What follows belongs to an exercise in optimizing a design on an open flow for small area; a production flow would make more cautious choices. Only simulation tests tie the RTL to the original design; equivalence was not proved. No activity file was given, so power comes from the tool's default toggle rates.

$ cat flow/design.v
module splittor(
	input clk_in,
	input rst,
	output reg c,
	output tick
);
reg o;
assign tick = c & ~o;
always @(posedge clk_in) begin
	if( rst ) begin
		c <= 1'b0;
		o <= 1'b0;
	end
	else begin
		c <= ~c;
		o <= o ^ c;
	end
end
endmodule
module counter(
	input clk,
	input rst,
	input ce,
	input en,
	input clear,
	output reg [6:0] th,
	output reg [3:0] h,
	output reg [6:0] lo
);
wire inc = ce & en & ~clear;
wire wrap = th[6] & th[0] & h[2] & h[0] & lo[5] & lo[1] & lo[0];
wire zero = rst | (ce & clear) | (inc & wrap);
wire c_lo = inc & lo[6] & lo[5] & lo[1] & lo[0];
wire c_h = c_lo & h[3] & h[0];
reg [7:0] k_lo;
reg [4:0] k_h;
reg [7:0] k_th;
integer i;
always @* begin
	k_lo[0] = inc;
	for( i = 0; i < 7; i = i + 1 ) k_lo[i+1] = k_lo[i] & lo[i];
	k_h[0] = c_lo;
	for( i = 0; i < 4; i = i + 1 ) k_h[i+1] = k_h[i] & h[i];
	k_th[0] = c_h;
	for( i = 0; i < 7; i = i + 1 ) k_th[i+1] = k_th[i] & th[i];
end
always @(posedge clk) begin
	lo <= {7{~(zero | c_lo)}} & (lo ^ k_lo[6:0]);
	h <= {4{~(zero | c_h)}} & (h ^ k_h[3:0]);
	th <= {7{~zero}} & (th ^ k_th[6:0]);
end
endmodule
module mapping(
	input wire [3:0] num,
	output wire [6:0] codeout
);
	localparam [111:0] TABLE = {
		7'b0000000, 7'b0000000, 7'b0000000, 7'b0000000, 7'b0000000, 7'b0000000,
		7'b1111011, 7'b1111111, 7'b1110000, 7'b1011111, 7'b1011011,
		7'b0110011, 7'b1111001, 7'b1101101, 7'b0110000, 7'b1111110 };
	assign codeout = TABLE[num*7 +: 7];
endmodule
module display(
	input clk,
	input rst,
	input c,
	input wire [3:0] digit,
	output wire [2:0] seg,
	output wire [6:0] codeout
);
reg [3:0] shown;
reg seg0;
assign seg = {2'b00, seg0};
mapping m1(
	.num (shown),
	.codeout (codeout)
);
always @(posedge clk) begin
	seg0 <= rst;
	if( rst ) shown <= 4'b1111;
	else if( c ) shown <= digit;
end
endmodule
module finalDesign(
	input clk,
	input rst,
	input start_in,
	input end_in,
	input clear_in,
	input en,
	input wire [2:0] check,
	output wire led,
	output wire [2:0] seg,
	output wire [6:0] digits,
	output reg [1:0] winner
);
wire c;
wire tick;
wire [6:0] cnt_th;
wire [3:0] cnt_h;
wire [6:0] cnt_lo;
reg [6:0] max_th;
reg [3:0] max_h;
reg [6:0] max_lo;
reg [3:0] min_h;    
reg [6:0] min_lo;
reg [3:0] avg_h;
reg [3:0] stor_h;
reg clear_logic;
reg start_flag;
reg en_logic;
reg [12:0] lfsr;
reg rnd_zero;
assign led = 1'b0;
splittor sp1(
	.clk_in (clk),
	.rst (rst),
	.c (c),
	.tick (tick)
);
counter c1(
	.clk (clk),
	.rst (rst),
	.ce (tick),
	.en (en_logic),
	.clear (clear_logic),
	.th (cnt_th),
	.h (cnt_h),
	.lo (cnt_lo)
);
display dp1(
	.clk (clk),
	.rst (rst),
	.c (c),
	.digit (stor_h),
	.seg (seg),
	.codeout (digits)
);
wire arm = en & start_in & rnd_zero;
wire start_mid = start_flag | arm;
wire stop = en & end_in & start_mid;
wire en_next = ((en_logic & ~clear_in) | arm) & ~stop;
wire start_next = start_mid & ~stop;
wire [17:0] cnt_all = {cnt_th, cnt_h, cnt_lo};
wire [17:0] max_all = {max_th, max_h, max_lo};
wire [10:0] cnt_low = {cnt_h, cnt_lo};
wire [10:0] min_all = {min_h, min_lo};
reg [18:0] ge;    
reg [11:0] gm;    
reg [7:0] k0;     
reg [7:0] s0;
reg [4:0] k1;
reg [4:0] t;
integer i;
always @* begin
	ge[0] = 1'b1;
	for( i = 0; i < 18; i = i + 1 )
		ge[i+1] = (cnt_all[i] & ~max_all[i]) | ((cnt_all[i] | ~max_all[i]) & ge[i]);
	gm[0] = 1'b1;
	for( i = 0; i < 11; i = i + 1 )
		gm[i+1] = (cnt_low[i] & ~min_all[i]) | ((cnt_low[i] | ~min_all[i]) & gm[i]);
	k0[0] = 1'b0;
	for( i = 0; i < 7; i = i + 1 ) begin
		s0[i] = max_lo[i] ^ min_lo[i] ^ k0[i];
		k0[i+1] = (max_lo[i] & min_lo[i]) | ((max_lo[i] ^ min_lo[i]) & k0[i]);
	end
	s0[7] = k0[7];
	k1[0] = s0[7] | (s0[6] & s0[5] & (s0[4] | s0[3] | s0[2]));    
	for( i = 0; i < 4; i = i + 1 ) begin
		t[i] = max_h[i] ^ min_h[i] ^ k1[i];
		k1[i+1] = (max_h[i] & min_h[i]) | ((max_h[i] ^ min_h[i]) & k1[i]);
	end
	t[4] = k1[4];
end
wire cnt_ge_max = ge[18];
wire cnt_lt_min = (cnt_th == 7'd0) & ~gm[11];
wire [3:0] u = t[4:1];
reg [3:0] avg_next;
always @* begin
	if( !max_th[0] ) avg_next = u;
	else case( u )
		4'd0: avg_next = 4'd5;
		4'd1: avg_next = 4'd6;
		4'd2: avg_next = 4'd7;
		4'd3: avg_next = 4'd8;
		4'd4: avg_next = 4'd9;
		4'd5: avg_next = 4'd0;
		4'd6: avg_next = 4'd1;
		4'd7: avg_next = 4'd2;
		4'd8: avg_next = 4'd3;
		default: avg_next = 4'd4;
	endcase
end
wire load = tick & en & start_in;
wire fb = ~(lfsr[12] ^ lfsr[2]);
wire hit = lfsr[12] & ~|lfsr[10:0];
always @(posedge clk) begin
	lfsr <= {13{~load}} & {lfsr[11:0], fb};
	rnd_zero <= rst | (~load & (rnd_zero | hit));
end
always @(posedge clk) begin
	if( rst ) begin
		stor_h <= 0;
		clear_logic <= 0;
		start_flag <= 0;
		en_logic <= 0;
		max_th <= 0;
		max_h <= 0;
		max_lo <= 0;
		min_h <= 4'd9;
		min_lo <= 7'd99;
		avg_h <= 0;
		winner <= 2'b00;
	end
	else if( tick ) begin
		clear_logic <= clear_in;
		en_logic <= en_next;
		start_flag <= start_next;
		if( !en ) begin
			if( check[2] ) stor_h <= avg_h;
			else if( check[1] ) stor_h <= min_h;
			else if( check[0] ) stor_h <= max_h;
			else stor_h <= cnt_h;
		end
		else if( end_in && !start_mid ) stor_h <= 4'd9;
		else stor_h <= cnt_h;
		if( stop ) begin
			if( cnt_ge_max ) begin
				max_th <= cnt_th;
				max_h <= cnt_h;
				max_lo <= cnt_lo;
			end
			if( cnt_lt_min ) begin
				min_h <= cnt_h;
				min_lo <= cnt_lo;
			end
			avg_h <= avg_next;
			winner <= cnt_ge_max ? 2'b01 : 2'b10;
		end
	end
end
endmodule
$ cat flow/run.sh
#!/bin/bash
# synth_recipe.tcl (not shown) runs the flow's synth.tcl, then flattens the netlist and writes it again
# the make line also repeats each setting of config.mk as NAME=value (left out here)
make -C /OpenROAD-flow-scripts/flow DESIGN_CONFIG=/design/flow/config.mk WORK_HOME=/design/flow/orfs CLKGATE_MAP_FILE= SYNTH_SCRIPT=/design/flow/synth_recipe.tcl finish
$ cat flow/config.mk
export PLATFORM = sky130hd
export DESIGN_NAME = finalDesign
export DESIGN_NICKNAME = finalDesign
export VERILOG_FILES = /design/flow/design.v
export SDC_FILE = /design/flow/constraint.sdc
export NUM_CORES = 4
export LEC_CHECK = 0
export ABC_AREA = 1
export CAP_MARGIN = 20
export CORE_MARGIN = 2
export CORE_UTILIZATION = 40
export SLEW_MARGIN = 20
$ cat flow/constraint.sdc
create_clock -name core_clock -period 13.0 [get_ports {clk}]
set_input_delay 2.6000 -clock core_clock [delete_from_list [all_inputs] [get_ports {clk}]]
set_output_delay 2.6000 -clock core_clock [all_outputs]
set_load 0.01 [all_outputs]
==> results of run 1 <==
critical path: stages, from the launching register on:
cell and delay, ps:
dfxtp_1 400, ha_1 250, a31o_2 260, fa_1 380, fa_1 360, inv_1 70
fa_1 190, fa_1 170, inv_1 50, fa_1 480, a31o_2 150, a21oi_1 90
fa_1 400, fa_1 400, fa_1 510, a31oi_1 290, o21ai_0 120, o21ai_0 100
o21ai_0 110, a21oi_1 130
registers in the layout, summed over array words and instances (netlist names):
name,cells
avg_h,4
c1.h,4
c1.lo,7
c1.th,7
clear_logic,1
dp1.seg0,1
dp1.shown,4
en_logic,1
lfsr,13
max_h,4
max_lo,7
max_th,7
min_h,4
min_lo,7
rnd_zero,1
sp1.c,1
sp1.o,1
start_flag,1
stor_h,4
winner,2
synthesized netlist by cell type, types with 2 or more instances:
| library cell | count |
|---|---|
| nand2_1 | 123 |
| inv_1 | 99 |
| dfxtp_1 | 81 |
| nor2_1 | 56 |
| a21oi_1 | 48 |
| o21ai_0 | 47 |
| nand3_1 | 39 |
| ha_1 | 26 |
| o22ai_1 | 10 |
| buf_4 | 8 |
| clkbuf_1 | 8 |
| fa_1 | 8 |
| nand4_1 | 4 |
| buf_2 | 3 |
| nor3_1 | 3 |
| nor4_1 | 3 |
| or2_2 | 3 |
| xnor2_1 | 3 |
| a31o_2 | 2 |
| inv_2 | 2 |
| nand2_2 | 2 |
cells by family (layout without fill, tap and decap cells):
family,after synthesis,in the layout,share of synthesized area [%]
AO/OA/AOI/OAI,114,114,14.7
XOR/XNOR,4,4,0.816
adder cells (fa/ha/maj),34,34,11.3
buffers and inverters,123,138,11.8
flip-flops,81,81,37.8
other,1,3,0.0874
AND/OR/NAND/NOR,238,238,23.5
final timing paths:
check                                to                    from  cells past startpoint  slack (ps)
hold reg to reg        lfsr[12]$_DFF_P_        lfsr[11]$_DFF_P_                      2         420
setup reg to reg  avg_h[2]$_SDFFE_PP0P_  min_lo[1]$_SDFFE_PP1P_                     19        8000
hold / removal         lfsr[12]$_DFF_P_        lfsr[11]$_DFF_P_                      2         420
setup / recovery  avg_h[2]$_SDFFE_PP0P_  min_lo[1]$_SDFFE_PP1P_                     19        8000
routing by layer:
| metal | vias to the layer above | GRT usage [%] | wire [µm] |
|---|---|---|---|
| li1 | 1909 | - | - |
| met1 | 1606 | 22.1 | 4510 |
| met2 | 60 | 25.9 | 3980 |
| met3 | 12 | 3.63 | 408 |
| met4 | 0 | 7.69 | 165 |
| met5 | - | 0 | 0 |
report_power, final:
group          leakage (nW)  internal, mW  switching, mW
clock network         0.105        0.0966         0.0996
logic                  1.41        0.0305         0.0488
registers             0.661         0.272         0.0139
layout make-up:
class                           instances  area [µm²]  area share (%)
Multi-Input combinational cell        393        2170            45.7
Sequential cell                        81        1620            34.1
Inverter                              102         385            8.10
Timing Repair Buffer                   20         195            4.10
Tap cell                              136         170            3.58
Clock buffer                           10         138            2.89
Clock inverter                          6        75.1            1.58
==> flow_summary.yaml, run 1 <==
run_status:
  outcome: "finished clean"
route:
  viasPerCell: 4.80
  routedWlPerCell_um: 12.1
  post-route-drc-count: 0
  vias: 3587
  postRouteWirelength_mm: 9.07
  firstDrtPassIters: 5
  ant_nets: 0
  initialDrtViolationCount: 154
worst_setup_path:
  setup.worst_path.end_class: "flip-flop"
  crit_path_start_kind: "flip-flop"
  worst-endpoint-arrival_ps: 5290
  worst_path_required_time_ps: 13300
  path_class: "reg2reg"
  worst-path-max-fanout: 4
cts:
  clk_transition_reported_paths_ps: 90
  ctsHtreeMaxLevel: 3
  number_of_clock_sinks_seen_by_cts: 81
  clk-insertion-delay-late_ps: 370
  cts_inserted_buffers: 9
  post_cts_buffers: 0
  count_of_instances_resized_after_the_clock_tree_is_built: 0
  cts_root_buffer: "clkbuf_8"
  max_clock_buf_depth: 2
  cts_hold_repair.buffers: 0
  cts_tree: "built"
floorplan:
  dieArea_um2: 11600
  die-width_um: 108
  start_util_pct: 41.4
  floorplan.io_pins: 22
  placeableCoreArea_um2: 10400
  rows: 37
  die_y_um: 108
synthesis:
  synth.yosys.warnings: 4
  number_of_synthesized_register_bits: 81
  synthDistinctLibCells: 38
  synth-async-reset-ratio_pct: 0
  synth_seq_area_share_pct: 37.8
  yosysTopAreaCell: "dfxtp_1"
  syn-mean-instance-area_um2: 7.21
  syn_area_um2: 4290
  yosys.area.top_type_share_pct: 37.8
  netlist_top_cells_area: "dfxtp_1 (38%), nand2_1 (11%), inv_1 (8.7%)"
  syn-instance-count: 595
  ys.flop_type: "dfxtp_1"
  synth_edf_count: 0
timing:
  finalMaxSlewViolations: 0
  hold_viol_final: 0
  slew_headroom_pct: 38.8
  tightestPinTransition_ps: 918
  max_clock_freq_mhz: 200
  rsz_0062_raised_after_global_routing: "false"
  fin_tns_setup_ps: 0
  final_min_period_over_clock_period_pct: 38.4
  finalHoldWorstSlack_ps: 425
  timing.clock.skew_ps: 12.6
  setup_ws_final_ps: 8000
  setup_viol: 0
  period_needed_ps: 5000
final_layout:
  num-nets-final: 650
  fill_cells: 1076
  post_route_cells_drive_above_1_share_pct: 5.72
  layout.cells.most_common: "nand2_1"
  finalCoreUtilization_pct: 45.9
  num_antenna_cells: 0
  postLayoutCellArea_um2: 4760
  final_cells: 748
  layout.cells.most_common_list: "nand2_1 (123), inv_1 (99), dfxtp_1 (81)"
  syn2layout_area_growth_pct: 10.8
min_path:
  timing.hold.worst.class: "reg2reg"
grt:
  grt.total_usage_pct: 16.7
  grt_first_pass_wirelength_mm: 15.3
  overflow: 0
  antenna_found_initial: 0
  pin_count_of_the_biggest_net_entering_global_routing: 39
  first_global_vias: 3366
place:
  gpl.final_weighted_congestion: 0.903
  place_hpwl_mm: 6.54
  post-place-cells: 732
  place_worst_setup_slack_ps: 7750
  postPlaceCellArea_um2: 4540
  place.port_buffers: 18
flow_run:
  cap_viol_max_count: 0
power_and_ir_drop:
  power.density_cell_area_nw_per_um2: 118
  peakVddDrop_uv: 47.6
  power_mw: 0.561
  power.leakage_nw: 2.18
==> run 2, diff against run 1 <==
==> flow/flow/run.sh (new file) <==
#!/bin/bash
# Own layout flow: the standard synthesis, then its combinational logic re-mapped
# with a stronger ABC script (registers untouched), then the standard ORFS steps
# with buf_1 port buffers and a clock tree without dummy loads.
set -euo pipefail
W=$(pwd)
R=$W/orfs/results/$FLOW_PLATFORM/finalDesign/base
LIB=$FLOW_HOME/platforms/sky130hd/lib/sky130_fd_sc_hd__tt_025C_1v80.lib

bash standard.sh "$R/1_2_yosys.v" > "$W/log_synth.txt" 2>&1
cp "$R/1_2_yosys.v" "$W/standard_synth.v"

sed -e "s#::LIB::#$LIB#g" -e "s#::IN::#$W/standard_synth.v#" \
    -e "s#::SCRIPT::#$W/flow/deep.abc#" -e "s#::OUT::#$W/remapped.v#" \
    flow/remap.ys > "$W/remap_run.ys"
yosys -s "$W/remap_run.ys" > "$W/log_remap.txt" 2>&1
cp "$W/remapped.v" "$R/1_2_yosys.v"
touch "$R/1_2_yosys.v"

export BUFFER_PORTS_ARGS="-buffer_cell sky130_fd_sc_hd__buf_1"
export CTS_ARGS="-sink_clustering_enable -repair_clock_nets -dont_use_dummy_load ${CTS_EXTRA:-}"
bash standard.sh finish > "$W/log_layout.txt" 2>&1
==> flow/flow/deep.abc (new file) <==
strash
&get -n
&deepsyn -T 20
&put
&get -n
&dch -f
&nf -R 1000
&put
==> flow/flow/remap.ys (new file) <==
# Re-map the combinational logic of the standard synthesis; registers are kept as they are.
read_liberty -ignore_miss_func ::LIB::
read_verilog ::IN::
hierarchy -top finalDesign
blackbox sky130_fd_sc_hd__df*
flatten
opt_clean -purge
abc -liberty ::LIB:: -dont_use sky130_fd_sc_hd__lpflow_bleeder_1 -dont_use sky130_fd_sc_hd__lpflow_clkbufkapwr_1 -dont_use sky130_fd_sc_hd__lpflow_clkbufkapwr_16 -dont_use sky130_fd_sc_hd__lpflow_clkbufkapwr_2 -dont_use sky130_fd_sc_hd__lpflow_clkbufkapwr_4 -dont_use sky130_fd_sc_hd__lpflow_clkbufkapwr_8 -dont_use sky130_fd_sc_hd__lpflow_clkinvkapwr_1 -dont_use sky130_fd_sc_hd__lpflow_clkinvkapwr_16 -dont_use sky130_fd_sc_hd__lpflow_clkinvkapwr_2 -dont_use sky130_fd_sc_hd__lpflow_clkinvkapwr_4 -dont_use sky130_fd_sc_hd__lpflow_clkinvkapwr_8 -dont_use sky130_fd_sc_hd__lpflow_decapkapwr_12 -dont_use sky130_fd_sc_hd__lpflow_decapkapwr_3 -dont_use sky130_fd_sc_hd__lpflow_decapkapwr_4 -dont_use sky130_fd_sc_hd__lpflow_decapkapwr_6 -dont_use sky130_fd_sc_hd__lpflow_decapkapwr_8 -dont_use sky130_fd_sc_hd__lpflow_inputiso0n_1 -dont_use sky130_fd_sc_hd__lpflow_inputiso0p_1 -dont_use sky130_fd_sc_hd__lpflow_inputiso1n_1 -dont_use sky130_fd_sc_hd__lpflow_inputiso1p_1 -dont_use sky130_fd_sc_hd__lpflow_inputisolatch_1 -dont_use sky130_fd_sc_hd__lpflow_isobufsrc_1 -dont_use sky130_fd_sc_hd__lpflow_isobufsrc_16 -dont_use sky130_fd_sc_hd__lpflow_isobufsrc_2 -dont_use sky130_fd_sc_hd__lpflow_isobufsrc_4 -dont_use sky130_fd_sc_hd__lpflow_isobufsrc_8 -dont_use sky130_fd_sc_hd__lpflow_isobufsrckapwr_16 -dont_use sky130_fd_sc_hd__lpflow_lsbuf_lh_hl_isowell_tap_1 -dont_use sky130_fd_sc_hd__lpflow_lsbuf_lh_hl_isowell_tap_2 -dont_use sky130_fd_sc_hd__lpflow_lsbuf_lh_hl_isowell_tap_4 -dont_use sky130_fd_sc_hd__lpflow_lsbuf_lh_isowell_4 -dont_use sky130_fd_sc_hd__lpflow_lsbuf_lh_isowell_tap_1 -dont_use sky130_fd_sc_hd__lpflow_lsbuf_lh_isowell_tap_2 -dont_use sky130_fd_sc_hd__lpflow_lsbuf_lh_isowell_tap_4 -dont_use sky130_fd_sc_hd__probe_p_8 -dont_use sky130_fd_sc_hd__probec_p_8  -script ::SCRIPT::
opt_clean -purge
hilomap -singleton -hicell sky130_fd_sc_hd__conb_1 HI -locell sky130_fd_sc_hd__conb_1 LO
splitnets
opt_clean -purge
rename -enumerate -pattern rm_% w:$* c:$*
stat -liberty ::LIB::
write_verilog -noattr -nohex -nodec ::OUT::
==> flow/standard.sh (new file) <==
#!/bin/bash
# synth_recipe.tcl (not shown) runs the flow's synth.tcl, then flattens the netlist and writes it again
# the make line also repeats each setting of config.mk as NAME=value (left out here)
make -C /OpenROAD-flow-scripts/flow DESIGN_CONFIG=/design/flow/config.mk WORK_HOME=/design/flow/orfs CLKGATE_MAP_FILE= SYNTH_SCRIPT=/design/flow/synth_recipe.tcl "${@:-finish}"
removed: flow/run.sh
==> flow_summary.yaml, run 2 <==
run_status:
  outcome: "finished clean"
cts:
  cts_root_buffer: "clkbuf_8"
  number_of_clock_sinks_seen_by_cts: 81
  ctsHtreeMaxLevel: 3
  cts_inserted_buffers: 9
  cts_tree: "built"
  count_of_instances_resized_after_the_clock_tree_is_built: 0
  clk-insertion-delay-late_ps: 340
  post_cts_buffers: 0
  cts_hold_repair.buffers: 0
  clk_transition_reported_paths_ps: 80
  max_clock_buf_depth: 2
floorplan:
  rows: 33
  floorplan.io_pins: 22
  placeableCoreArea_um2: 8260
  dieArea_um2: 9310
  start_util_pct: 41.5
  die-width_um: 96.5
  die_y_um: 96.5
worst_setup_path:
  critical_path_cell_sequence: "or3_1 -> nand2_1 -> nor2_1 -> nor2_1 -> a31oi_1 -> nand2_1 -> o21ai_0 -> and2_0 -> or2_0 -> buf_1"
  cpPeakStageDelay_ps: 370
  setup.worst_path.end_class: "output pin"
  worst-path-max-fanout: 8
  worstReg2RegStart: "c1.lo[0]$_DFF_P_"
  reg2reg_slack_ps: 9290
  crit_path_start_kind: "flip-flop"
  number_of_cell_instances_on_the_worst_register_to_register_path: 17
  worst_path_required_time_ps: 10400
  cp_slowest_cell: "dfxtp_1"
  path_class: "reg2out"
  r2r-end: "max_th[1]$_SDFFE_PP0P_"
  worst-endpoint-arrival_ps: 2130
route:
  vias: 2982
  post-route-drc-count: 0
  routedWlPerCell_um: 14.7
  firstDrtPassIters: 5
  postRouteWirelength_mm: 7.81
  met2_wirelength_mm: 3.43
  drt-met1-wl_mm: 3.82
  highest-signal-layer: "met4"
  initialDrtViolationCount: 137
  viasPerCell: 5.62
  detailroute.wirelength.met3_um: 401
  ant_nets: 0
grt:
  pin_count_of_the_biggest_net_entering_global_routing: 21
  grt.total_usage_pct: 18.3
  overflow: 0
  first_global_vias: 2678
  antenna_found_initial: 0
  grt_first_pass_wirelength_mm: 12.8
timing:
  rsz_0062_raised_after_global_routing: "false"
  period_needed_ps: 4730
  timing.clock.skew_ps: 16.9
  slew_headroom_pct: 44.1
  fin_tns_setup_ps: 0
  max_clock_freq_mhz: 211
  setup_viol: 0
  tightestPinTransition_ps: 838
  setup_ws_final_ps: 8270
  final_min_period_over_clock_period_pct: 36.4
  finalHoldWorstSlack_ps: 452
  finalMaxSlewViolations: 0
  hold_viol_final: 0
min_path:
  hold_end: "lfsr[12]$_DFF_P_"
  timing.hold.worst.class: "reg2reg"
  timing.hold.worst_path_depth: 1
  worstHoldStart: "lfsr[11]$_DFF_P_"
final_layout:
  multi_input_combinational_cell_area_um2: 1730
  layout.cells.most_common_list: "dfxtp_1 (81), nor2_1 (42), nand2_1 (40)"
  layout.cells.most_common: "dfxtp_1"
  syn2layout_area_growth_pct: 9.94
  post_route_cells_drive_above_1_share_pct: 2.58
  register_area_um2: 1620
  postLayoutCellArea_um2: 3760
  fill_cells: 837
  num_antenna_cells: 0
  max_flop_register: "lfsr"
  largest_register_ffs: 13
  num-nets-final: 437
power_and_ir_drop:
  power.density_cell_area_nw_per_um2: 123
  peakVddDrop_uv: 58.9
  power.leakage_nw: 1.36
  power_mw: 0.462
place:
  place_hpwl_mm: 5.72
  gpl.final_weighted_congestion: 0.838
  postPlaceCellArea_um2: 3640
  place_worst_setup_slack_ps: 8110
  place.port_buffers: 18
synthesis:
  syn_area_um2: 3420
  syn-instance-count: 396
  synth.yosys.warnings: 4
  syn-mean-instance-area_um2: 8.64
flow_run:
  cap_viol_max_count: 0
[run 2: worst max-delay path by stage]
stage	startpoint	endpoint	slack [ps]
after floorplan	dp1.shown[1]$_SDFFE_PP1P_	digits[4]	8690
after global placement	rst	c1.lo[3]$_DFF_P_	8170
after detailed placement	rst	c1.lo[4]$_DFF_P_	8110
after CTS	dp1.shown[1]$_SDFFE_PP1P_	digits[4]	8250
after global routing	dp1.shown[1]$_SDFFE_PP1P_	digits[4]	8080
final	dp1.shown[1]$_SDFFE_PP1P_	digits[4]	8270
[run 2: layer usage]
layer / track usage, % / vias to the layer above
met1: 24.8 / 1384
met3: 3.57 / 13
met2: 28.4 / 83
li1: - / 1502
met4: 7.75 / 0
met5: 0 / -
[run 2: final cells by class]
class / instances / share of cell area (%)
clock buffer: 9 / 3.29
tap: 105 / 3.49
inverter: 23 / 2.29
sequential: 81 / 43.1
timing repair buffer: 19 / 1.99
multi-input combinational: 294 / 45.8
[run 2: worst max-delay path: cells and delay by family, from the launching register on]
kind,cells,cell delay [ps]
AO/OA/AOI/OAI,2,150
buffers and inverters,1,120
flip-flops,1,370
AND/OR/NAND/NOR,7,1140
[run 2: power by group]
| part | leakage, nW | internal (mW) | switching (mW) |
|---|---|---|---|
| clock | 0.0647 | 0.0620 | 0.0784 |
| combinational | 0.631 | 0.0176 | 0.0227 |
| sequential | 0.660 | 0.270 | 0.0118 |
| total | 1.36 | 0.349 | 0.113 |
[run 2: metrics by stage]
stage | std cells | utilization [%]
finish | 531 | 45.6
global route | 531 | 45.6
CTS | 531 | 45.6
detailed placement | 522 | 44.1
global placement | 522 | 44.0
floorplan | 398 | -
==> run 3, diff against run 2 <==
--- a/flow/flow/run.sh
+++ b/flow/flow/run.sh
@@ -19,4 +19,4 @@
 
 export BUFFER_PORTS_ARGS="-buffer_cell sky130_fd_sc_hd__buf_1"
-export CTS_ARGS="-sink_clustering_enable -repair_clock_nets -dont_use_dummy_load ${CTS_EXTRA:-}"
+export CTS_ARGS="-sink_clustering_enable -repair_clock_nets -dont_use_dummy_load $(cat flow/cts_args.txt 2>/dev/null || true)"
 bash standard.sh finish > "$W/log_layout.txt" 2>&1
==> flow/flow/cts_args.txt (new file) <==
-buf_list sky130_fd_sc_hd__clkbuf_16 -root_buf sky130_fd_sc_hd__clkbuf_16 -sink_clustering_size 100 -sink_clustering_max_diameter 500
==> flow_summary.yaml, run 3 <==
cts:
  number_of_clock_sinks_seen_by_cts: 81
  max_clock_buf_depth: 2
  post_cts_buffers: 0
  count_of_instances_resized_after_the_clock_tree_is_built: 0
  cts_root_buffer: "clkbuf_16"
  cts_inserted_buffers: 9
  cts_tree: "built"
  cts_hold_repair.buffers: 0
  clk_transition_reported_paths_ps: 60
  ctsHtreeMaxLevel: 3
  clk-insertion-delay-late_ps: 330
timing:
  rsz_0062_raised_after_global_routing: "false"
  timing.clock.skew_ps: 11.9
  fin_tns_setup_ps: 0
  max_clock_freq_mhz: 213
  finalMaxSlewViolations: 0
  slew_headroom_pct: 43.1
  tightestPinTransition_ps: 847
  final_min_period_over_clock_period_pct: 36.2
  period_needed_ps: 4710
  setup_viol: 0
  hold_viol_final: 0
floorplan:
  die_y_um: 96.5
  dieArea_um2: 9310
  start_util_pct: 41.5
  die-width_um: 96.5
  floorplan.io_pins: 22
  placeableCoreArea_um2: 8260
  rows: 33
worst_setup_path:
  setup.worst_path.end_class: "output pin"
  path_class: "reg2out"
  worst-endpoint-arrival_ps: 2110
  worst-path-max-fanout: 8
  crit_path_start_kind: "flip-flop"
  worst_path_required_time_ps: 10400
place:
  place.port_buffers: 18
  gpl.final_weighted_congestion: 0.838
  place_hpwl_mm: 5.72
  post-place-cells: 522
final_layout:
  final_cells: 531
  num-nets-final: 437
  largest_register_ffs: 13
  finalCoreUtilization_pct: 46.8
  max_flop_register: "lfsr"
  syn2layout_area_growth_pct: 12.9
  layout.cells.most_common: "dfxtp_1"
  fill_cells: 829
  num_antenna_cells: 0
  layout.cells.most_common_list: "dfxtp_1 (81), nor2_1 (42), nand2_1 (40)"
  post_route_cells_drive_above_1_share_pct: 2.58
grt:
  first_global_vias: 2673
  use_met3_pct: 4.11
  busiest_layer: "met2"
  grt.total_usage_pct: 18.3
  antenna_found_initial: 0
  grt_first_pass_wirelength_mm: 12.8
  global_route.usage.met2_pct: 28.5
  overflow: 0
  groute.layer.met1.usage_pct: 25.0
  pin_count_of_the_biggest_net_entering_global_routing: 21
route:
  viasPerCell: 5.65
  routedWlPerCell_um: 14.7
  vias: 3002
  ant_nets: 0
  postRouteWirelength_mm: 7.80
  initialDrtViolationCount: 164
  post-route-drc-count: 0
  firstDrtPassIters: 5
power_and_ir_drop:
  power_report.internal_total_mw: 0.409
  power_switching_mw: 0.119
  peakVddDrop_uv: 63.1
  power.leakage_nw: 1.40
  power_mw: 0.528
  sw_frac_of_total_pct: 22.6
  power_frac_comb_pct: 7.6
  seq_power_share_pct: 53.3
  power.density_cell_area_nw_per_um2: 137
  pwr-share-clk_pct: 39.0
synthesis:
  synth.yosys.warnings: 4
  syn_area_um2: 3420
  syn-instance-count: 396
  syn-mean-instance-area_um2: 8.64
run_status:
  outcome: "finished clean"
flow_run:
  cap_viol_max_count: 0
min_path:
  timing.hold.worst.class: "reg2reg"
-- run 3: worst paths after layout --
path / to / from / cells past startpoint / slack, ps
worst max register to register: max_th[1]$_SDFFE_PP0P_ / c1.lo[0]$_DFF_P_ / 17 / 9320
worst min register to register: lfsr[12]$_DFF_P_ / lfsr[11]$_DFF_P_ / 1 / 440
worst min-delay path: lfsr[12]$_DFF_P_ / lfsr[11]$_DFF_P_ / 1 / 440
worst max-delay path: digits[4] / dp1.shown[1]$_SDFFE_PP1P_ / 10 / 8290
-- run 3: stage by stage --
stage                     setup WS, ps  cell area (µm²)  hold slack (ps)
after CTS                         8280             3860              447
after global placement            8170             3640              420
after detailed placement          8110             3640              437
after global routing              8110             3860              483
after floorplan                   8690             3430              407
final                             8290             3860              443
-- run 3: area by class of cell --
type	instances	area (µm²)	area share (%)
inverters	23	86.3	2.23
well taps	105	131	3.40
flip-flops and latches	81	1620	42.0
multi-input cells	294	1730	44.6
clock buffers	9	225	5.83
repair buffers	19	75.1	1.94
-- run 3: power groups by stage --
stage	Clock, mW	Sequential (mW)	Combinational, mW
final	0.206	0.282	0.0403
after global routing	0.222	0.285	0.0460
after CTS	0.210	0.282	0.0410
after detailed placement	0	0.287	0.0407
after global placement	0	0.287	0.0401
after floorplan	0	0.284	0.0295
-- run 3: metal layers --
layer | part of all wire [%] | up-vias
li1 | - | 1504
met1 | 49 | 1407
met2 | 44 | 81
met3 | 5.3 | 10
met4 | 1.5 | 0
met5 | 0 | -
-- run 3: critical path, stage by stage (launching register included) --
cell and delay, ps:
dfxtp_1 360, or3_1 350, nand2_1 100, nor2_1 50
nor2_1 180, a31oi_1 80, nand2_1 100, o21ai_0 70
and2_0 160, or2_0 190, buf_1 120
==> run 4, diff against run 3 <==
==> flow/flow/cts_args.txt (replaced) <==
-buf_list sky130_fd_sc_hd__clkbuf_8 -root_buf sky130_fd_sc_hd__clkbuf_8 -sink_clustering_size 40 -sink_clustering_max_diameter 200
==> flow_summary.yaml, run 4 <==
power_and_ir_drop:
  seq_power_share_pct: 60.9
  pwr-share-clk_pct: 30.4
  power.leakage_nw: 1.36
  power_report.internal_total_mw: 0.349
  power_frac_comb_pct: 8.7
  peakVddDrop_uv: 58.9
  power.density_cell_area_nw_per_um2: 123
  sw_frac_of_total_pct: 24.4
  power_switching_mw: 0.113
timing:
  hold_viol_final: 0
  timing.clock.skew_ps: 16.9
  slew_headroom_pct: 44.1
  fin_tns_setup_ps: 0
  final_min_period_over_clock_period_pct: 36.4
  setup_ws_final_ps: 8270
  max_clock_freq_mhz: 211
  period_needed_ps: 4730
  rsz_0062_raised_after_global_routing: "false"
  finalHoldWorstSlack_ps: 452
  finalMaxSlewViolations: 0
  setup_viol: 0
  tightestPinTransition_ps: 838
grt:
  grt_first_pass_wirelength_mm: 12.8
  overflow: 0
  first_global_vias: 2678
  antenna_found_initial: 0
  pin_count_of_the_biggest_net_entering_global_routing: 21
  grt.total_usage_pct: 18.3
cts:
  ctsHtreeMaxLevel: 3
  max_clock_buf_depth: 2
  post_cts_buffers: 0
  clk-insertion-delay-late_ps: 340
  cts_root_buffer: "clkbuf_8"
  cts_hold_repair.buffers: 0
  count_of_instances_resized_after_the_clock_tree_is_built: 0
  cts_inserted_buffers: 9
  number_of_clock_sinks_seen_by_cts: 81
  cts_tree: "built"
  clk_transition_reported_paths_ps: 80
final_layout:
  num-nets-final: 437
  num_antenna_cells: 0
  max_flop_register: "lfsr"
  layout.cells.most_common: "dfxtp_1"
  fill_cells: 837
  post_route_cells_drive_above_1_share_pct: 2.58
  layout.cells.most_common_list: "dfxtp_1 (81), nor2_1 (42), nand2_1 (40)"
  finalCoreUtilization_pct: 45.6
  syn2layout_area_growth_pct: 9.94
  largest_register_ffs: 13
  postLayoutCellArea_um2: 3760
route:
  postRouteWirelength_mm: 7.81
  vias: 2982
  post-route-drc-count: 0
  initialDrtViolationCount: 137
  routedWlPerCell_um: 14.7
  ant_nets: 0
  firstDrtPassIters: 5
  viasPerCell: 5.62
run_status:
  outcome: "finished clean"
place:
  postPlaceCellArea_um2: 3640
  place.port_buffers: 18
  place_worst_setup_slack_ps: 8110
  gpl.final_weighted_congestion: 0.838
  place_hpwl_mm: 5.72
floorplan:
  floorplan.io_pins: 22
  rows: 33
  start_util_pct: 41.5
  die-width_um: 96.5
  dieArea_um2: 9310
  die_y_um: 96.5
  placeableCoreArea_um2: 8260
min_path:
  timing.hold.worst.class: "reg2reg"
synthesis:
  syn-mean-instance-area_um2: 8.64
  syn_area_um2: 3420
  synth.yosys.warnings: 4
  syn-instance-count: 396
worst_setup_path:
  worst_path_required_time_ps: 10400
  path_class: "reg2out"
  crit_path_start_kind: "flip-flop"
  setup.worst_path.end_class: "output pin"
  worst-endpoint-arrival_ps: 2130
  worst-path-max-fanout: 8
flow_run:
  cap_viol_max_count: 0
-- run 4: path summary, 6_finish.rpt --
check                            start                     end  slack, ps  cells past startpoint
max          dp1.shown[1]$_SDFFE_PP1P_               digits[4]       8270                     10
min                   lfsr[11]$_DFF_P_        lfsr[12]$_DFF_P_        450                      1
max reg2reg           c1.lo[0]$_DFF_P_  max_th[1]$_SDFFE_PP0P_       9290                     17
min reg2reg           lfsr[11]$_DFF_P_        lfsr[12]$_DFF_P_        450                      1
-- run 4: power by group through the flow --
| stage | Combinational [mW] | Sequential (mW) | Clock [mW] |
|---|---|---|---|
| 2_1_floorplan | 0.0295 | 0.284 | 0 |
| 3_3_place_gp | 0.0401 | 0.287 | 0 |
| 3_5_place_dp | 0.0407 | 0.287 | 0 |
| 4_1_cts | 0.0410 | 0.282 | 0.143 |
| 5_1_grt | 0.0460 | 0.285 | 0.154 |
| 6_report | 0.0403 | 0.281 | 0.140 |
-- run 4: per-layer routing --
layer  wire length [µm]  vias to the layer above  share of wire, %  global-route usage [%]
met4                153                        0               2.0                    7.75
li1                   -                     1502                 -                       -
met2               3430                       83                44                    28.4
met3                401                       13               5.1                    3.57
met1               3820                     1384                49                    24.8
met5                  0                        -                 0                       0
-- run 4: area by class of cell --
cell class,count,area [µm²],area share (%)
Clock buffer,9,124,3.29
Sequential cell,81,1620,43.1
Inverter,23,86.3,2.29
Tap cell,105,131,3.49
Timing Repair Buffer,19,75.1,1.99
Multi-Input combinational cell,294,1730,45.8
-- run 4: stage by stage --
stage	power (mW)	std cells
CTS	0.466	531
global route	0.485	531
finish	0.462	531
floorplan	0.313	398
detailed placement	0.327	522
global placement	0.327	522
-- run 4: worst max-delay path, stage by stage (launching register included) --
cell and delay (ps):
dfxtp_1 370, or3_1 360, nand2_1 100, nor2_1 50
nor2_1 180, a31oi_1 80, nand2_1 100, o21ai_0 70
and2_0 160, or2_0 190, buf_1 120
==> run 5, diff against run 4 <==
--- a/flow/design.v
+++ b/flow/design.v
@@ -56,5 +56,5 @@
 );
 	localparam [111:0] TABLE = {
-		7'b0000000, 7'b0000000, 7'b0000000, 7'b0000000, 7'b0000000, 7'b0000000,
+		7'b0000000, 7'b0001111, 7'b1011011, 7'b0110011, 7'b0101001, 7'b0101101,
 		7'b1111011, 7'b1111111, 7'b1110000, 7'b1011111, 7'b1011011,
 		7'b0110011, 7'b1111001, 7'b1101101, 7'b0110000, 7'b1111110 };
@@ -70,6 +70,5 @@
 );
 reg [3:0] shown;
-reg seg0;
-assign seg = {2'b00, seg0};
+assign seg = {2'b00, (shown == 4'b1111) & ~c};
 mapping m1(
 	.num (shown),
@@ -77,5 +76,4 @@
 );
 always @(posedge clk) begin
-	seg0 <= rst;
 	if( rst ) shown <= 4'b1111;
 	else if( c ) shown <= digit;
@@ -193,8 +191,7 @@
 end
 wire load = tick & en & start_in;
-wire fb = ~(lfsr[12] ^ lfsr[2]);
-wire hit = lfsr[12] & ~|lfsr[10:0];
-always @(posedge clk) begin
-	lfsr <= {13{~load}} & {lfsr[11:0], fb};
+wire hit = (lfsr == 13'h0800);
+always @(posedge clk) begin
+	lfsr <= ~({13{load}} | {lfsr[11:0], lfsr[12] ^ lfsr[2]});
 	rnd_zero <= rst | (~load & (rnd_zero | hit));
 end
==> flow/flow/run.sh (replaced) <==
#!/bin/bash
# Own layout flow: the standard synthesis, then its combinational logic re-mapped
# with a stronger ABC script (registers untouched; several random seeds, the
# smallest result kept), then the standard ORFS steps with buf_1 port buffers.
set -euo pipefail
W=$(pwd)
R=$W/orfs/results/$FLOW_PLATFORM/finalDesign/base
LIB=$FLOW_HOME/platforms/sky130hd/lib/sky130_fd_sc_hd__tt_025C_1v80.lib

bash standard.sh "$R/1_2_yosys.v" > "$W/log_synth.txt" 2>&1
cp "$R/1_2_yosys.v" "$W/standard_synth.v"

for S in 1 2 3 4; do
  sed -e "s/-S 0/-S $S/" flow/deep.abc > "$W/deep_$S.abc"
  sed -e "s#::LIB::#$LIB#g" -e "s#::IN::#$W/standard_synth.v#" \
      -e "s#::SCRIPT::#$W/deep_$S.abc#" -e "s#::OUT::#$W/remapped_$S.v#" \
      flow/remap.ys > "$W/remap_$S.ys"
  yosys -s "$W/remap_$S.ys" > "$W/log_remap_$S.txt" 2>&1 &
done
wait
best=""; bestarea=""
for S in 1 2 3 4; do
  a=$(grep "Chip area" "$W/log_remap_$S.txt" | tail -1 | awk '{print $NF}')
  [[ -n "$a" && -s "$W/remapped_$S.v" ]] || continue
  if [[ -z "$best" ]] || awk "BEGIN{exit !($a < $bestarea)}"; then best=$S; bestarea=$a; fi
done
echo "remap seed $best area $bestarea" > "$W/log_remap_choice.txt"
cp "$W/remapped_$best.v" "$R/1_2_yosys.v"
touch "$R/1_2_yosys.v"

export BUFFER_PORTS_ARGS="-buffer_cell sky130_fd_sc_hd__buf_1"
export CTS_ARGS="-sink_clustering_enable -repair_clock_nets -dont_use_dummy_load $(cat flow/cts_args.txt 2>/dev/null || true)"
bash standard.sh finish > "$W/log_layout.txt" 2>&1
==> flow/flow/cts_args.txt (replaced) <==
-buf_list {sky130_fd_sc_hd__clkbuf_4 sky130_fd_sc_hd__clkbuf_8} -root_buf sky130_fd_sc_hd__clkbuf_8
==> flow/flow/deep.abc (replaced) <==
strash
&get -n
&deepsyn -T 20 -S 0
&put
&get -n
&dch -f
&nf -R 1000
&put
==> flow_summary.yaml, run 5 <==
synthesis:
  synth.yosys.warnings: 4
  syn-mean-instance-area_um2: 8.54
  syn-instance-count: 393
  syn_area_um2: 3350
worst_setup_path:
  crit_buf_inv: 1
  worst_path_required_time_ps: 10400
  setup.worst_path.end_class: "output pin"
  worst-path-max-fanout: 10
  critical_path_cell_sequence: "o21ai_0 -> nand2_1 -> nor2_1 -> a31oi_1 -> maj3_1 -> buf_1"
  cp_slowest_cell: "dfxtp_1"
  cpPeakStageDelay_ps: 390
  worst-endpoint-arrival_ps: 1700
  cpLargestDelayFamily: "flip-flops"
  crit_path_start_kind: "flip-flop"
  path_class: "reg2out"
min_path:
  timing.hold.worst.class: "reg2reg"
route:
  post-route-drc-count: 0
  ant_nets: 0
  postRouteWirelength_mm: 7.69
  viasPerCell: 5.65
  vias: 2997
  firstDrtPassIters: 5
  initialDrtViolationCount: 184
  routedWlPerCell_um: 14.5
floorplan:
  floorplan.io_pins: 22
  rows: 33
  die_y_um: 95.6
  die-width_um: 95.6
  placeableCoreArea_um2: 8180
  start_util_pct: 41.0
  dieArea_um2: 9130
cts:
  post_cts_buffers: 0
  count_of_instances_resized_after_the_clock_tree_is_built: 0
  number_of_clock_sinks_seen_by_cts: 80
  clk-insertion-delay-late_ps: 350
  cts_tree: "built"
  cts_inserted_buffers: 9
  ctsHtreeMaxLevel: 3
  clk_transition_reported_paths_ps: 80
  max_clock_buf_depth: 2
  cts_root_buffer: "clkbuf_8"
  cts_hold_repair.buffers: 0
final_layout:
  max_flop_register: "lfsr"
  layout.cells.most_common_list: "dfxtp_1 (80), nor2_1 (49), nand2_1 (33)"
  final_cells: 530
  layout.cells.most_common: "dfxtp_1"
  num_antenna_cells: 0
  postLayoutCellArea_um2: 3710
  syn2layout_area_growth_pct: 10.5
  largest_register_ffs: 13
  fill_cells: 808
  num-nets-final: 436
  post_route_cells_drive_above_1_share_pct: 2.82
timing:
  hold_viol_final: 0
  fin_tns_setup_ps: 0
  final_min_period_over_clock_period_pct: 33.1
  setup_viol: 0
  slew_headroom_pct: 39.9
  tightestPinTransition_ps: 894
  rsz_0062_raised_after_global_routing: "false"
  finalHoldWorstSlack_ps: 400
  setup_ws_final_ps: 8700
  finalMaxSlewViolations: 0
  timing.clock.skew_ps: 19.3
  max_clock_freq_mhz: 232
  period_needed_ps: 4300
grt:
  first_global_vias: 2683
  antenna_found_initial: 0
  pin_count_of_the_biggest_net_entering_global_routing: 19
  overflow: 0
  grt.total_usage_pct: 18.2
  grt_first_pass_wirelength_mm: 12.8
flow_run:
  cap_viol_max_count: 0
place:
  place_worst_setup_slack_ps: 8670
  place_hpwl_mm: 5.66
  post-place-cells: 521
  postPlaceCellArea_um2: 3580
  place.port_buffers: 18
  gpl.final_weighted_congestion: 0.828
power_and_ir_drop:
  power.leakage_nw: 1.32
  peakVddDrop_uv: 69.6
  power.density_cell_area_nw_per_um2: 123
run_status:
  outcome: "finished clean"
run 5: report_power, final:
part           leakage (nW)  total (mW)  internal, mW  switching [mW]
registers             0.652       0.281         0.267          0.0135
clock network        0.0647       0.137        0.0619          0.0752
logic                 0.601      0.0396        0.0164          0.0233
total                  1.32       0.458         0.346           0.112
run 5: path summary, 6_finish.rpt:
kind	startpoint	cells past startpoint	end	slack [ps]
max reg2reg	c1.lo[2]$_DFF_P_	15	max_lo[0]$_SDFFE_PP0P_	9690
min	lfsr[4]$_DFF_P_	1	lfsr[5]$_DFF_P_	400
min reg2reg	lfsr[4]$_DFF_P_	1	lfsr[5]$_DFF_P_	400
max	dp1.shown[2]$_SDFFE_PP1P_	6	digits[1]	8700
run 5: layout make-up:
class	count	area [µm²]	share of cell area (%)
Multi-Input combinational cell	285	1650	44.4
Tap cell	105	131	3.54
Sequential cell	80	1600	43.2
Inverter	30	113	3.04
Timing Repair Buffer	21	90.1	2.43
Clock buffer	9	124	3.34
run 5: metrics by stage:
step | total power [mW] | util [%]
after floorplan | 0.311 | -
after global placement | 0.325 | 43.8
after detailed placement | 0.326 | 43.8
after CTS | 0.465 | 45.3
after global routing | 0.484 | 45.3
final | 0.458 | 45.3
run 5: worst reg2reg max path, delay by kind of cell (launching register included):
kind / cells / cell delay (ps)
compound gates: 13 / 2010
buf+inv: 1 / 180
flops: 1 / 410
simple gates: 1 / 660
run 5: per-layer routing:
metal,wire [µm],up-vias,share of wire [%],global-route usage [%]
met4,106,0,1.4,5.83
li1,-,1507,-,-
met2,3360,87,44,27.4
met5,0,-,0,0
met3,440,8,5.7,4.90
met1,3780,1395,49,25.4
==> run 6, diff against run 5 <==
==> flow/flow/cts_args.txt (replaced) <==
-buf_list sky130_fd_sc_hd__clkbuf_4 -root_buf sky130_fd_sc_hd__clkbuf_8 -sink_clustering_size 10 -sink_clustering_max_diameter 40
==> flow_summary.yaml, run 6 <==
cts:
  clk-insertion-delay-late_ps: 350
  cts_tree: "built"
  ctsHtreeMaxLevel: 3
  post_cts_buffers: 0
  max_clock_buf_depth: 2
  cts_hold_repair.buffers: 0
  clk_transition_reported_paths_ps: 80
  count_of_instances_resized_after_the_clock_tree_is_built: 0
  cts_inserted_buffers: 9
  cts_root_buffer: "clkbuf_8"
  number_of_clock_sinks_seen_by_cts: 80
place:
  post-place-cells: 521
  place_hpwl_mm: 5.66
  gpl.final_weighted_congestion: 0.828
  place_worst_setup_slack_ps: 8670
  place.port_buffers: 18
grt:
  pin_count_of_the_biggest_net_entering_global_routing: 19
  grt_first_pass_wirelength_mm: 12.8
  first_global_vias: 2683
  overflow: 0
  antenna_found_initial: 0
  grt.total_usage_pct: 18.2
timing:
  setup_viol: 0
  hold_viol_final: 0
  setup_ws_final_ps: 8700
  max_clock_freq_mhz: 232
  timing.clock.skew_ps: 19.3
  rsz_0062_raised_after_global_routing: "false"
  fin_tns_setup_ps: 0
  final_min_period_over_clock_period_pct: 33.1
  finalMaxSlewViolations: 0
  tightestPinTransition_ps: 894
  slew_headroom_pct: 39.9
  period_needed_ps: 4300
min_path:
  timing.hold.worst.class: "reg2reg"
floorplan:
  rows: 33
  die-width_um: 95.6
  floorplan.io_pins: 22
  placeableCoreArea_um2: 8180
  die_y_um: 95.6
  start_util_pct: 41.0
  dieArea_um2: 9130
final_layout:
  num_antenna_cells: 0
  max_flop_register: "lfsr"
  layout.cells.most_common_list: "dfxtp_1 (80), nor2_1 (49), nand2_1 (33)"
  syn2layout_area_growth_pct: 10.5
  final_cells: 530
  num-nets-final: 436
  largest_register_ffs: 13
  fill_cells: 808
  post_route_cells_drive_above_1_share_pct: 2.82
  finalCoreUtilization_pct: 45.3
  layout.cells.most_common: "dfxtp_1"
worst_setup_path:
  cpPeakStageDelay_ps: 390
  setup.worst_path.end_class: "output pin"
  worst_path_required_time_ps: 10400
  worst-endpoint-arrival_ps: 1700
  worst-path-max-fanout: 10
  cp_slowest_cell: "dfxtp_1"
  crit_path_start_kind: "flip-flop"
  reg2reg_slack_ps: 9690
  critical_path_cell_sequence: "o21ai_0 -> nand2_1 -> nor2_1 -> a31oi_1 -> maj3_1 -> buf_1"
  path_class: "reg2out"
flow_run:
  cap_viol_max_count: 0
synthesis:
  syn-instance-count: 393
  syn_area_um2: 3350
  synth.yosys.warnings: 4
  syn-mean-instance-area_um2: 8.54
route:
  ant_nets: 0
  postRouteWirelength_mm: 7.69
  post-route-drc-count: 0
  routedWlPerCell_um: 14.5
  initialDrtViolationCount: 184
  viasPerCell: 5.65
  firstDrtPassIters: 5
  vias: 2997
power_and_ir_drop:
  power.leakage_nw: 1.32
  peakVddDrop_uv: 69.6
  power.density_cell_area_nw_per_um2: 123
  power_mw: 0.458
run_status:
  outcome: "finished clean"
## run 6: final timing paths
| path | end | from | cells after the start |
|---|---|---|---|
| max reg2reg | max_lo[0]$_SDFFE_PP0P_ | c1.lo[2]$_DFF_P_ | 15 |
| min | lfsr[5]$_DFF_P_ | lfsr[4]$_DFF_P_ | 1 |
| min reg2reg | lfsr[5]$_DFF_P_ | lfsr[4]$_DFF_P_ | 1 |
| max | digits[1] | dp1.shown[2]$_SDFFE_PP1P_ | 6 |
## run 6: cell type report
| type | instances | area [µm²] | share of cell area (%) |
|---|---|---|---|
| Clock buffer | 9 | 124 | 3.34 |
| Inverter | 30 | 113 | 3.04 |
| Multi-Input combinational cell | 285 | 1650 | 44.4 |
| Sequential cell | 80 | 1600 | 43.2 |
| Tap cell | 105 | 131 | 3.54 |
| Timing Repair Buffer | 21 | 90.1 | 2.43 |
## run 6: per-stage QoR
stage	cell area (µm²)	hold WS [ps]
floorplan	3360	384
global placement	3580	396
detailed placement	3580	395
CTS	3710	404
global route	3710	416
finish	3710	400
## run 6: metal layers
layer  up-vias  wire length [µm]  GRT usage [%]
met5         -                 0              0
met4         0               106           5.83
met3         8               440           4.90
met2        87              3360           27.4
met1      1395              3780           25.4
li1       1507                 -              -
## run 6: worst max-delay path, delay by kind of cell (launching register included)
family | cells | cell delay [ps]
AND/OR/NAND/NOR | 2 | 200
AO/OA/AOI/OAI | 2 | 270
flip-flops | 1 | 390
adder cells (fa/ha/maj) | 1 | 360
buffers and inverters | 1 | 130
## run 6: power by group
| part | switching, mW | internal, mW | total (mW) | leakage (nW) |
|---|---|---|---|---|
| clock network | 0.0752 | 0.0619 | 0.137 | 0.0647 |
| registers | 0.0135 | 0.267 | 0.281 | 0.652 |
| logic | 0.0233 | 0.0164 | 0.0396 | 0.601 |
| total | 0.112 | 0.346 | 0.458 | 1.32 |
==> run 7, diff against run 6 <==
--- a/flow/flow/remap.ys
+++ b/flow/flow/remap.ys
@@ -5,4 +5,5 @@
 blackbox sky130_fd_sc_hd__df*
 flatten
+rename -hide w:_*_.*
 opt_clean -purge
 abc -liberty ::LIB:: -dont_use sky130_fd_sc_hd__lpflow_bleeder_1 -dont_use sky130_fd_sc_hd__lpflow_clkbufkapwr_1 -dont_use sky130_fd_sc_hd__lpflow_clkbufkapwr_16 -dont_use sky130_fd_sc_hd__lpflow_clkbufkapwr_2 -dont_use sky130_fd_sc_hd__lpflow_clkbufkapwr_4 -dont_use sky130_fd_sc_hd__lpflow_clkbufkapwr_8 -dont_use sky130_fd_sc_hd__lpflow_clkinvkapwr_1 -dont_use sky130_fd_sc_hd__lpflow_clkinvkapwr_16 -dont_use sky130_fd_sc_hd__lpflow_clkinvkapwr_2 -dont_use sky130_fd_sc_hd__lpflow_clkinvkapwr_4 -dont_use sky130_fd_sc_hd__lpflow_clkinvkapwr_8 -dont_use sky130_fd_sc_hd__lpflow_decapkapwr_12 -dont_use sky130_fd_sc_hd__lpflow_decapkapwr_3 -dont_use sky130_fd_sc_hd__lpflow_decapkapwr_4 -dont_use sky130_fd_sc_hd__lpflow_decapkapwr_6 -dont_use sky130_fd_sc_hd__lpflow_decapkapwr_8 -dont_use sky130_fd_sc_hd__lpflow_inputiso0n_1 -dont_use sky130_fd_sc_hd__lpflow_inputiso0p_1 -dont_use sky130_fd_sc_hd__lpflow_inputiso1n_1 -dont_use sky130_fd_sc_hd__lpflow_inputiso1p_1 -dont_use sky130_fd_sc_hd__lpflow_inputisolatch_1 -dont_use sky130_fd_sc_hd__lpflow_isobufsrc_1 -dont_use sky130_fd_sc_hd__lpflow_isobufsrc_16 -dont_use sky130_fd_sc_hd__lpflow_isobufsrc_2 -dont_use sky130_fd_sc_hd__lpflow_isobufsrc_4 -dont_use sky130_fd_sc_hd__lpflow_isobufsrc_8 -dont_use sky130_fd_sc_hd__lpflow_isobufsrckapwr_16 -dont_use sky130_fd_sc_hd__lpflow_lsbuf_lh_hl_isowell_tap_1 -dont_use sky130_fd_sc_hd__lpflow_lsbuf_lh_hl_isowell_tap_2 -dont_use sky130_fd_sc_hd__lpflow_lsbuf_lh_hl_isowell_tap_4 -dont_use sky130_fd_sc_hd__lpflow_lsbuf_lh_isowell_4 -dont_use sky130_fd_sc_hd__lpflow_lsbuf_lh_isowell_tap_1 -dont_use sky130_fd_sc_hd__lpflow_lsbuf_lh_isowell_tap_2 -dont_use sky130_fd_sc_hd__lpflow_lsbuf_lh_isowell_tap_4 -dont_use sky130_fd_sc_hd__probe_p_8 -dont_use sky130_fd_sc_hd__probec_p_8  -script ::SCRIPT::
--- a/flow/config.mk
+++ b/flow/config.mk
@@ -9,4 +9,4 @@
 export CAP_MARGIN = 20
 export CORE_MARGIN = 2
-export CORE_UTILIZATION = 40
+export CORE_UTILIZATION = 65
 export SLEW_MARGIN = 20
removed: flow/flow/cts_args.txt
==> flow_summary.yaml, run 7 <==
place:
  place_worst_setup_slack_ps: 8770
  place_hpwl_mm: 5.75
  gpl.final_weighted_congestion: 0.866
  place.port_buffers: 18
min_path:
  timing.hold.worst.class: "reg2reg"
  timing.hold.worst_path_depth: 1
grt:
  antenna_found_initial: 0
  first_global_vias: 2775
  grt_first_pass_wirelength_mm: 12.5
  overflow: 0
  pin_count_of_the_biggest_net_entering_global_routing: 19
  grt.total_usage_pct: 29.2
synthesis:
  syn_area_um2: 3350
  syn-mean-instance-area_um2: 8.54
  synth.yosys.warnings: 4
  syn-instance-count: 393
power_and_ir_drop:
  peakVddDrop_uv: 102
  power.leakage_nw: 1.32
  power.density_cell_area_nw_per_um2: 125
cts:
  clk_transition_reported_paths_ps: 80
  number_of_clock_sinks_seen_by_cts: 80
  cts_root_buffer: "clkbuf_8"
  cts_tree: "built"
  cts_inserted_buffers: 9
  post_cts_buffers: 0
  cts_hold_repair.buffers: 0
  clk-insertion-delay-late_ps: 350
  count_of_instances_resized_after_the_clock_tree_is_built: 0
  ctsHtreeMaxLevel: 3
  max_clock_buf_depth: 2
final_layout:
  register_area_um2: 1600
  max_flop_register: "lfsr"
  syn2layout_area_growth_pct: 9.21
  post_route_cells_drive_above_1_share_pct: 2.82
  layout.cells.most_common: "dfxtp_1"
  layout.cells.most_common_list: "dfxtp_1 (80), nor2_1 (49), nand2_1 (33)"
  num-nets-final: 436
  num_antenna_cells: 0
  multi_input_combinational_cell_area_um2: 1650
  fill_cells: 414
  largest_register_ffs: 13
timing:
  setup_viol: 0
  max_clock_freq_mhz: 233
  rsz_0062_raised_after_global_routing: "false"
  hold_viol_final: 0
  setup_ws_final_ps: 8710
  finalMaxSlewViolations: 0
  final_min_period_over_clock_period_pct: 33.0
  finalHoldWorstSlack_ps: 394
  slew_headroom_pct: 36.0
  fin_tns_setup_ps: 0
  period_needed_ps: 4290
  tightestPinTransition_ps: 953
  timing.clock.skew_ps: 23.1
route:
  firstDrtPassIters: 7
  vias: 3064
  post-route-drc-count: 0
  viasPerCell: 6.19
  ant_nets: 0
  postRouteWirelength_mm: 7.94
  routedWlPerCell_um: 16.0
  initialDrtViolationCount: 270
flow_run:
  cap_viol_max_count: 0
floorplan:
  placeableCoreArea_um2: 5040
  rows: 26
  die_y_um: 75.8
  dieArea_um2: 5750
  start_util_pct: 66.5
  die-width_um: 75.8
  floorplan.io_pins: 22
worst_setup_path:
  cpLargestDelayFamily: "flip-flops"
  worst-endpoint-arrival_ps: 1690
  worst-path-max-fanout: 10
  cp_slowest_cell: "dfxtp_1"
  cp_num_cells: 6
  path_class: "reg2out"
  worst_path_required_time_ps: 10400
  critical_path_cell_sequence: "o21ai_0 -> nand2_1 -> nor2_1 -> a31oi_1 -> maj3_1 -> buf_1"
  setup.worst_path.end_class: "output pin"
  crit_buf_inv: 1
  cpPeakStageDelay_ps: 390
  number_of_cell_instances_on_the_worst_register_to_register_path: 12
  crit_path_start_kind: "flip-flop"
run_status:
  outcome: "finished clean"
run 7: layer usage:
metal	global-route usage, %	part of all wire, %	vias up
li1	-	-	1511
met1	37.1	43	1407
met2	47.7	48	123
met3	5.03	6.5	23
met4	14.6	2.7	0
met5	0	0	-
run 7: path summary, 6_finish.rpt:
path / endpoint / slack [ps] / startpoint
setup / recovery: digits[1] / 8710 / dp1.shown[2]$_SDFFE_PP1P_
hold / removal: lfsr[4]$_DFF_P_ / 390 / lfsr[3]$_DFF_P_
setup reg to reg: c1.th[6]$_DFF_P_ / 9670 / sp1.c$_SDFF_PP0_
hold reg to reg: lfsr[4]$_DFF_P_ / 390 / lfsr[3]$_DFF_P_
run 7: stage by stage:
stage | std cells | util [%] | total power, mW | cell area (µm²)
after CTS | 495 | 72.7 | 0.460 | 3660
after global routing | 495 | 72.7 | 0.477 | 3660
final | 495 | 72.7 | 0.457 | 3660
after detailed placement | 486 | 70.2 | 0.326 | 3540
after floorplan | 395 | - | 0.311 | 3360
after global placement | 486 | 70.2 | 0.324 | 3540
run 7: report_power, final:
part / internal, mW / leakage [nW] / switching [mW] / total [mW]
Combinational: 0.0164 / 0.601 / 0.0228 / 0.0392
Clock: 0.0618 / 0.0647 / 0.0751 / 0.137
Sequential: 0.267 / 0.652 / 0.0138 / 0.281
run 7: cell type report:
class | instances | share of cell area (%)
flip-flops and latches | 80 | 43.7
inverters | 30 | 3.07
clock buffers | 9 | 3.38
well taps | 70 | 2.39
repair buffers | 21 | 2.46
multi-input cells | 285 | 45.0
==> run 8, diff against run 7 <==
--- a/flow/config.mk
+++ b/flow/config.mk
@@ -9,4 +9,5 @@
 export CAP_MARGIN = 20
 export CORE_MARGIN = 2
-export CORE_UTILIZATION = 65
+export CORE_UTILIZATION = 40
+export GPL_TIMING_DRIVEN = 0
 export SLEW_MARGIN = 20
==> flow_summary.yaml, run 8 <==
floorplan:
  placeableCoreArea_um2: 8180
  floorplan.io_pins: 22
  start_util_pct: 41.0
  die-width_um: 95.6
  dieArea_um2: 9130
  rows: 33
  die_y_um: 95.6
place:
  postPlaceCellArea_um2: 3580
  gpl.final_weighted_congestion: 0.866
  post-place-cells: 519
  place.port_buffers: 18
  place_worst_setup_slack_ps: 8510
  place_hpwl_mm: 5.61
grt:
  overflow: 0
  first_global_vias: 2715
  antenna_found_initial: 0
  grt_first_pass_wirelength_mm: 12.5
  grt.total_usage_pct: 17.9
  pin_count_of_the_biggest_net_entering_global_routing: 19
cts:
  post_cts_buffers: 0
  count_of_instances_resized_after_the_clock_tree_is_built: 0
  cts_tree: "built"
  clk_transition_reported_paths_ps: 80
  number_of_clock_sinks_seen_by_cts: 80
  clk-insertion-delay-late_ps: 350
  cts_hold_repair.buffers: 0
  max_clock_buf_depth: 2
  cts_inserted_buffers: 9
  ctsHtreeMaxLevel: 3
  cts_root_buffer: "clkbuf_8"
final_layout:
  num_antenna_cells: 0
  post_route_cells_drive_above_1_share_pct: 2.60
  finalCoreUtilization_pct: 45.3
  num-nets-final: 434
  syn2layout_area_growth_pct: 10.4
  postLayoutCellArea_um2: 3700
  multi_input_combinational_cell_area_um2: 1650
  layout.cells.most_common_list: "dfxtp_1 (80), nor2_1 (49), nand2_1 (33)"
  final_cells: 528
  fill_cells: 818
  largest_register_ffs: 13
  layout.cells.most_common: "dfxtp_1"
  max_flop_register: "lfsr"
  register_area_um2: 1600
route:
  viasPerCell: 5.65
  ant_nets: 0
  post-route-drc-count: 0
  firstDrtPassIters: 4
  postRouteWirelength_mm: 7.65
  routedWlPerCell_um: 14.5
  vias: 2982
  initialDrtViolationCount: 131
worst_setup_path:
  worst-endpoint-arrival_ps: 1700
  setup.worst_path.end_class: "output pin"
  crit_path_start_kind: "flip-flop"
  worst-path-max-fanout: 10
  worst_path_required_time_ps: 10400
  path_class: "reg2out"
flow_run:
  cap_viol_max_count: 0
synthesis:
  syn_area_um2: 3350
  synth.yosys.warnings: 4
  syn-instance-count: 393
  syn-mean-instance-area_um2: 8.54
min_path:
  timing.hold.worst.class: "reg2reg"
power_and_ir_drop:
  power_mw: 0.459
  peakVddDrop_uv: 70.9
  power.density_cell_area_nw_per_um2: 124
  power.leakage_nw: 1.31
timing:
  hold_viol_final: 0
  rsz_0062_raised_after_global_routing: "false"
  tightestPinTransition_ps: 858
  slew_headroom_pct: 42.4
  period_needed_ps: 4300
  finalHoldWorstSlack_ps: 408
  max_clock_freq_mhz: 233
  finalMaxSlewViolations: 0
  final_min_period_over_clock_period_pct: 33.1
  timing.clock.skew_ps: 18.7
  fin_tns_setup_ps: 0
  setup_ws_final_ps: 8700
  setup_viol: 0
run_status:
  outcome: "finished clean"
-- run 8: worst max-delay path, cell delays in order, from the launching register on --
cell and delay (ps):
dfxtp_1 400, o21ai_0 190, nand2_1 70, nor2_1 130, a31oi_1 80, maj3_1 360
buf_1 130
-- run 8: where the power goes --
part           internal (mW)  switching [mW]
registers              0.267          0.0136
clock network         0.0619          0.0769
logic                 0.0160          0.0234
-- run 8: area by class of cell --
class / count / share of cell area, %
Clock buffer: 9 / 3.35
Multi-Input combinational cell: 285 / 44.7
Tap cell: 105 / 3.55
Timing Repair Buffer: 19 / 2.13
Inverter: 30 / 3.04
Sequential cell: 80 / 43.3
-- run 8: path summary, 6_finish.rpt --
kind,start,endpoint,slack (ps),cells past startpoint
min,lfsr[0]$_DFF_P_,lfsr[1]$_DFF_P_,410,1
max reg2reg,sp1.c$_SDFF_PP0_,c1.th[6]$_DFF_P_,9520,11
min reg2reg,lfsr[0]$_DFF_P_,lfsr[1]$_DFF_P_,410,1
max,dp1.shown[2]$_SDFFE_PP1P_,digits[1],8700,6
-- run 8: routing by layer --
| metal | vias up | wire (µm) | share of wire, % | track usage [%] |
|---|---|---|---|---|
| met4 | 0 | 116 | 1.5 | 6.79 |
| met3 | 11 | 351 | 4.6 | 3.32 |
| li1 | 1512 | - | - | - |
| met1 | 1398 | 3670 | 48 | 23.0 |
| met5 | - | 0 | 0 | 0 |
| met2 | 61 | 3510 | 46 | 29.6 |

separate check: timing with driven ports:
Ports are ideal in the flow. The routed layouts listed here were re-timed in OpenROAD.
Step 1 assumes that a clkbuf_16 drives the clock port and a buf_2 every other input.
Step 2 moves the port delays by t, midway between the first and last clock arrival at a register: inputs arrive t later, outputs are due t later. That takes back most of the time a late clock gives input paths.
Slacks: ideal ports / drivers / drivers and shift; pairs: ideal ports / drivers.
run | t, ns | setup slack, ns | worst hold slack (ns) | worst setup path after step 2
run 1 | 0.394 | 8.005 / 8.005 / 7.753 | 0.425 / 0.425 / 0.425 | input to register
run 2 | 0.366 | 8.270 / 8.239 / 8.182 | 0.452 / 0.452 / 0.452 | input to register
run 3 | 0.356 | 8.294 / 8.260 / 8.194 | 0.443 / 0.443 / 0.443 | input to register
run 4 | 0.366 | 8.270 / 8.239 / 8.182 | 0.452 / 0.452 / 0.452 | input to register
run 5 | 0.369 | 8.696 / 8.664 / 8.614 | 0.400 / 0.400 / 0.400 | input to register
run 6 | 0.369 | 8.696 / 8.664 / 8.614 | 0.400 / 0.400 / 0.400 | input to register
run 7 | 0.370 | 8.708 / 8.678 / 8.689 | 0.394 / 0.394 / 0.394 | input to register
run 8 | 0.370 | 8.701 / 8.669 / 8.487 | 0.408 / 0.408 / 0.408 | input to register
After both steps every run listed still meets setup and hold. The setup slack of run 1, which loses most, moves by 0.000 ns with the drivers and by -0.252 ns with both steps.
